This design comes from an exercise in tuning for small area on the open sky130 flow, not from production work.
Power and IR drop assume default switching activity.

==> flow/design.v <==
module debounce_fsm
    # (
        parameter DEBOUNCE_COUNTER_WIDTH    = 24
    )
    (
        input   logic i_clock,
        input   logic i_reset,
        input   logic [DEBOUNCE_COUNTER_WIDTH-1 : 0] i_debounce_counter,
        input   logic i_bouncing_signal,
        output  logic o_debounced_signal
    );
    localparam W = DEBOUNCE_COUNTER_WIDTH;
    logic meta;
    logic stable;
    logic level;
    logic waiting;
    logic [W-1 : 0] count_n;
    logic [W : 0]   carry;
    logic [W-1 : 0] count_n_inc;
    localparam H = W / 2;
    always_comb begin
        carry[0] = 1'b1;
        for (int i = 0; i < W; i++) begin
            count_n_inc[i] = count_n[i] ^ carry[i];
            if (i == H - 1)
                carry[i+1] = &count_n[H-1 : 0];
            else
                carry[i+1] = count_n[i] & carry[i];
        end
    end
    always_ff @(posedge i_clock) begin
        meta    <= i_bouncing_signal;
        stable  <= meta | i_reset;
        level   <= stable & ~i_reset;
        count_n <= waiting ? count_n_inc : ~i_debounce_counter;
        if (i_reset) begin
            waiting            <= 1'b0;
            o_debounced_signal <= 1'b0;
        end else if (waiting) begin
            waiting            <= ~carry[W];
        end else begin
            waiting            <= stable ^ level;
            o_debounced_signal <= level;
        end
    end
endmodule
module zed_debouncer
    # (
        parameter SWITCH_COUNT              = 8,
        parameter BUTTON_COUNT              = 5,
        parameter DEBOUNCE_COUNTER_WIDTH    = 24
    )
    (
        input   logic i_clock,
        input   logic i_reset,
        input   logic [DEBOUNCE_COUNTER_WIDTH-1 : 0] i_switch_debounce_counter,
        input   logic [DEBOUNCE_COUNTER_WIDTH-1 : 0] i_button_debounce_counter,
        input   logic i_sw0,
        input   logic i_sw1,
        input   logic i_sw2,
        input   logic i_sw3,
        input   logic i_sw4,
        input   logic i_sw5,
        input   logic i_sw6,
        input   logic i_sw7,
        input   logic i_btnu,
        input   logic i_btnd,
        input   logic i_btnl,
        input   logic i_btnr,
        input   logic i_btnc,
        output  logic o_sw0,
        output  logic o_sw1,
        output  logic o_sw2,
        output  logic o_sw3,
        output  logic o_sw4,
        output  logic o_sw5,
        output  logic o_sw6,
        output  logic o_sw7,
        output  logic o_btnu,
        output  logic o_btnd,
        output  logic o_btnl,
        output  logic o_btnr,
        output  logic o_btnc
    );
    logic [SWITCH_COUNT-1 : 0] bouncing_switch_array;
    logic [SWITCH_COUNT-1 : 0] debounced_switch_array;
    logic [BUTTON_COUNT-1 : 0] bouncing_button_array;
    logic [BUTTON_COUNT-1 : 0] debounced_button_array;
    assign bouncing_switch_array    = {i_sw7, i_sw6, i_sw5, i_sw4, i_sw3, i_sw2, i_sw1, i_sw0};
    assign {o_sw7, o_sw6, o_sw5, o_sw4, o_sw3, o_sw2, o_sw1, o_sw0} = debounced_switch_array;
    assign bouncing_button_array    = {i_btnu, i_btnd, i_btnl, i_btnr, i_btnc};
    assign {o_btnu, o_btnd, o_btnl, o_btnr, o_btnc} = debounced_button_array;
    genvar i;
    generate
        for (i = 0; i < SWITCH_COUNT; i++) begin : switch_debounce_fsm_gen
            debounce_fsm 
            # (
                .DEBOUNCE_COUNTER_WIDTH (DEBOUNCE_COUNTER_WIDTH)
            )
            switch_debounce_fsm_inst (
                .i_clock            (i_clock),
                .i_reset            (i_reset),
                .i_debounce_counter (i_switch_debounce_counter),
                .i_bouncing_signal  (bouncing_switch_array[i]),
                .o_debounced_signal (debounced_switch_array[i])
            );
        end 
    endgenerate
    genvar j;
    generate
        for (j = 0; j < BUTTON_COUNT; j++) begin : button_debounce_fsm_gen
            debounce_fsm 
            # (
                .DEBOUNCE_COUNTER_WIDTH (DEBOUNCE_COUNTER_WIDTH)
            )
            button_debounce_fsm_inst (
                .i_clock            (i_clock),
                .i_reset            (i_reset),
                .i_debounce_counter (i_button_debounce_counter),
                .i_bouncing_signal  (bouncing_button_array[j]),
                .o_debounced_signal (debounced_button_array[j])
            );
        end 
    endgenerate
endmodule
clock: 5.0 ns
lec_check: 0
cap_margin: 20
core_margin: 2
core_utilization: 65
place_density: 0.75
slew_margin: 20
synth_hierarchical: 1
buffer_ports_args: -buffer_cell sky130_fd_sc_hd__buf_1
cts_args: -sink_clustering_enable -repair_clock_nets -sink_clustering_size 16 -sink_clustering_max_diameter 50 -buf_list {sky130_fd_sc_hd__clkbuf_4 sky130_fd_sc_hd__clkbuf_8} -dont_use_dummy_load
standard.sh (not shown) runs the stock make flow with config.mk's settings and CLKGATE_MAP_FILE= SYNTH_SCRIPT=/design/flow/synth_recipe.tcl, a recipe that flattens the netlist after the stock synthesis.
==> flow/flow/run.sh <==
#!/bin/bash
# Layout flow: the standard ORFS flow with smaller port buffers and a
# clock tree built without dummy loads. Each tool's output goes to its own
# log file in the work folder.
set -euo pipefail
cat >> config.mk <<'EOC'
export BUFFER_PORTS_ARGS = -buffer_cell sky130_fd_sc_hd__buf_1
export CTS_ARGS = -sink_clustering_enable -repair_clock_nets -sink_clustering_size 16 -sink_clustering_max_diameter 50 -buf_list {sky130_fd_sc_hd__clkbuf_4 sky130_fd_sc_hd__clkbuf_8} -dont_use_dummy_load
EOC
bash standard.sh synth > synth.log 2>&1
bash standard.sh floorplan > floorplan.log 2>&1
bash standard.sh place > place.log 2>&1
bash standard.sh cts > cts.log 2>&1
bash standard.sh route > route.log 2>&1
bash standard.sh finish > finish.log 2>&1
Edit:
==> flow/run.sh (new file) <==
#!/bin/bash
# synth_recipe.tcl (not shown) runs the flow's synth.tcl, then flattens the netlist and writes it again
# the make line also repeats each setting of config.mk as NAME=value (left out here)
make -C /OpenROAD-flow-scripts/flow DESIGN_CONFIG=/design/flow/config.mk WORK_HOME=/design/flow/orfs CLKGATE_MAP_FILE= SYNTH_SCRIPT=/design/flow/synth_recipe.tcl finish
BUFFER_PORTS_ARGS = not set   (was -buffer_cell sky130_fd_sc_hd__buf_1)
CORE_UTILIZATION = 80   (was 65)
CTS_ARGS = not set   (was -sink_clustering_enable -repair_clock_nets -sink_clustering_size 16 -sink_clustering_max_diameter 50 -buf_list {sky130_fd_sc_hd__clkbuf_4 sky130_fd_sc_hd__clkbuf_8} -dont_use_dummy_load)
CTS_BUF_LIST = sky130_fd_sc_hd__clkbuf_8 sky130_fd_sc_hd__clkbuf_16   (was not set)
CTS_CLUSTER_DIAMETER = 80   (was not set)
CTS_CLUSTER_SIZE = 24   (was not set)
PLACE_DENSITY = 0.85   (was 0.75)
removed: flow/flow/run.sh
removed: flow/standard.sh
The changed run passed the timing, design-rule and antenna checks.
Power rises by about 2%.
Flip-flop and latch count stays the same.
Sequential power hardly moves.
Core utilization rises by 18 points.
Count of clock-buffer cells in the layout falls by 17.
Cell count falls by about 4%.
Routed wire length rises by 11%.
Edit:
==> flow/flow/run.sh (new file) <==
#!/bin/bash
# Layout flow: the standard ORFS flow with smaller port buffers and a
# clock tree built without dummy loads. Each tool's output goes to its own
# log file in the work folder.
set -euo pipefail
cat >> config.mk <<'EOC'
export BUFFER_PORTS_ARGS = -buffer_cell sky130_fd_sc_hd__buf_1
export CTS_ARGS = -sink_clustering_enable -repair_clock_nets -sink_clustering_size 20 -sink_clustering_max_diameter 60 -buf_list {sky130_fd_sc_hd__clkbuf_8} -dont_use_dummy_load
EOC
bash standard.sh synth > synth.log 2>&1
bash standard.sh floorplan > floorplan.log 2>&1
bash standard.sh place > place.log 2>&1
bash standard.sh cts > cts.log 2>&1
bash standard.sh route > route.log 2>&1
bash standard.sh finish > finish.log 2>&1
==> flow/standard.sh (new file) <==
#!/bin/bash
# synth_recipe.tcl (not shown) runs the flow's synth.tcl, then flattens the netlist and writes it again
# the make line also repeats each setting of config.mk as NAME=value (left out here)
make -C /OpenROAD-flow-scripts/flow DESIGN_CONFIG=/design/flow/config.mk WORK_HOME=/design/flow/orfs CLKGATE_MAP_FILE= SYNTH_SCRIPT=/design/flow/synth_recipe.tcl "${@:-finish}"
BUFFER_PORTS_ARGS = -buffer_cell sky130_fd_sc_hd__buf_1   (was not set)
CORE_UTILIZATION = 65   (was 80)
CTS_ARGS = -sink_clustering_enable -repair_clock_nets -sink_clustering_size 20 -sink_clustering_max_diameter 60 -buf_list {sky130_fd_sc_hd__clkbuf_8} -dont_use_dummy_load   (was not set)
CTS_BUF_LIST = not set   (was sky130_fd_sc_hd__clkbuf_8 sky130_fd_sc_hd__clkbuf_16)
CTS_CLUSTER_DIAMETER = not set   (was 80)
CTS_CLUSTER_SIZE = not set   (was 24)
PLACE_DENSITY = 0.75   (was 0.85)
removed: flow/run.sh
After rerunning: Die area climbs by about 22%. Final cell count climbs by 3.9%. Worst setup slack gains 58 ps. Sequential power barely changes. Hold slack loses 28 ps. Clock-buffer cell count climbs by 10. Sequential cell count stays the same. Synthesized cell count is unchanged. Global-route usage drops by 7.8 points.
Edit:
==> flow/run.sh (new file) <==
#!/bin/bash
# synth_recipe.tcl (not shown) runs the flow's synth.tcl, then flattens the netlist and writes it again
# the make line also repeats each setting of config.mk as NAME=value (left out here)
make -C /OpenROAD-flow-scripts/flow DESIGN_CONFIG=/design/flow/config.mk WORK_HOME=/design/flow/orfs CLKGATE_MAP_FILE= SYNTH_SCRIPT=/design/flow/synth_recipe.tcl finish
BUFFER_PORTS_ARGS = not set   (was -buffer_cell sky130_fd_sc_hd__buf_1)
CORE_UTILIZATION = 40   (was 65)
CTS_ARGS = not set   (was -sink_clustering_enable -repair_clock_nets -sink_clustering_size 20 -sink_clustering_max_diameter 60 -buf_list {sky130_fd_sc_hd__clkbuf_8} -dont_use_dummy_load)
CTS_BUF_LIST = sky130_fd_sc_hd__clkbuf_16   (was not set)
CTS_CLUSTER_DIAMETER = 80   (was not set)
CTS_CLUSTER_SIZE = 30   (was not set)
PLACE_DENSITY = not set   (was 0.75)
removed: flow/flow/run.sh
removed: flow/standard.sh
Outcome: Worst hold slack degrades by 5.4 ps; combinational power rises by 5.4%; global-route usage is lower by 7.2 points; die area increases by 61%.
Edit:
==> flow/flow/run.sh (new file) <==
#!/bin/bash
# Layout flow: the standard ORFS flow with smaller port buffers and a
# clock tree built without dummy loads. Each tool's output goes to its own
# log file in the work folder.
set -euo pipefail
cat >> config.mk <<'EOC'
export BUFFER_PORTS_ARGS = -buffer_cell sky130_fd_sc_hd__buf_1
export CTS_ARGS = -sink_clustering_enable -repair_clock_nets -sink_clustering_size 26 -sink_clustering_max_diameter 50 -buf_list {sky130_fd_sc_hd__clkbuf_8} -dont_use_dummy_load
EOC
bash standard.sh synth > synth.log 2>&1
bash standard.sh floorplan > floorplan.log 2>&1
bash standard.sh place > place.log 2>&1
bash standard.sh cts > cts.log 2>&1
bash standard.sh route > route.log 2>&1
bash standard.sh finish > finish.log 2>&1
==> flow/standard.sh (new file) <==
#!/bin/bash
# synth_recipe.tcl (not shown) runs the flow's synth.tcl, then flattens the netlist and writes it again
# the make line also repeats each setting of config.mk as NAME=value (left out here)
make -C /OpenROAD-flow-scripts/flow DESIGN_CONFIG=/design/flow/config.mk WORK_HOME=/design/flow/orfs CLKGATE_MAP_FILE= SYNTH_SCRIPT=/design/flow/synth_recipe.tcl "${@:-finish}"
BUFFER_PORTS_ARGS = -buffer_cell sky130_fd_sc_hd__buf_1   (was not set)
CORE_UTILIZATION = 65   (was 40)
CTS_ARGS = -sink_clustering_enable -repair_clock_nets -sink_clustering_size 26 -sink_clustering_max_diameter 50 -buf_list {sky130_fd_sc_hd__clkbuf_8} -dont_use_dummy_load   (was not set)
CTS_BUF_LIST = not set   (was sky130_fd_sc_hd__clkbuf_16)
CTS_CLUSTER_DIAMETER = not set   (was 80)
CTS_CLUSTER_SIZE = not set   (was 30)
PLACE_DENSITY = 0.75   (was not set)
removed: flow/run.sh
- The changed run went through all stages and came out clean
- design area shrinks by 5.8%
- clock skew grows by 12 ps
- critical path depth is unchanged
- sequential share of layout area grows by 2.7 points
- setup slack gets worse by 18 ps
- routed wire length shrinks by 4.5%
Edit:
==> flow/run.sh (new file) <==
#!/bin/bash
# synth_recipe.tcl (not shown) runs the flow's synth.tcl, then flattens the netlist and writes it again
# the make line also repeats each setting of config.mk as NAME=value (left out here)
make -C /OpenROAD-flow-scripts/flow DESIGN_CONFIG=/design/flow/config.mk WORK_HOME=/design/flow/orfs CLKGATE_MAP_FILE= SYNTH_SCRIPT=/design/flow/synth_recipe.tcl finish
BUFFER_PORTS_ARGS = not set   (was -buffer_cell sky130_fd_sc_hd__buf_1)
CORE_UTILIZATION = 40   (was 65)
CTS_ARGS = not set   (was -sink_clustering_enable -repair_clock_nets -sink_clustering_size 26 -sink_clustering_max_diameter 50 -buf_list {sky130_fd_sc_hd__clkbuf_8} -dont_use_dummy_load)
CTS_BUF_LIST = sky130_fd_sc_hd__clkbuf_8 sky130_fd_sc_hd__clkbuf_16   (was not set)
CTS_CLUSTER_DIAMETER = 60   (was not set)
CTS_CLUSTER_SIZE = 20   (was not set)
PLACE_DENSITY = not set   (was 0.75)
removed: flow/flow/run.sh
removed: flow/standard.sh
Outcome: Via count goes up slightly; wire length goes up by a few percent; critical path depth is unchanged; register-to-register slack gets better by 30 ps.
Function was not checked in any run of this note: the RTL went through the layout flow alone.

afterwards: timing with drivers on the ports:
How much do the figures lean on ideal ports? The routed layouts below were timed once more, with nothing changed but the port constraints.
Step 1: set_driving_cell puts a clkbuf_16 on i_clock and a buf_2 on each other input, an assumption about the parent block.
Step 2 times the ports against the registers' clock, not the clock port: input delays grow and output delays shrink by t, the midpoint of the rising clock arrivals with the driver on.
Three values: ideal ports, drivers, drivers and shift; two values: the first two.
run	t (ns)	setup slack, ns	worst setup path at the end	worst register clock-pin slew, ns	worst data-port slew with drivers (ns)
the first run	0.546	1.760 / 1.760 / 1.760	register to register	0.10 / 0.10	0.07
the second run	0.557	1.686 / 1.686 / 1.686	register to register	0.09 / 0.09	0.08
the third run	0.611	1.744 / 1.744 / 1.744	register to register	0.12 / 0.12	0.07
the fourth run	0.589	1.787 / 1.787 / 1.787	register to register	0.11 / 0.11	0.05
the fifth run	0.564	1.769 / 1.769 / 1.769	register to register	0.11 / 0.11	0.07
the sixth run	0.617	1.796 / 1.796 / 1.796	register to register	0.08 / 0.08	0.05
After both steps setup and hold are still met in every run listed.
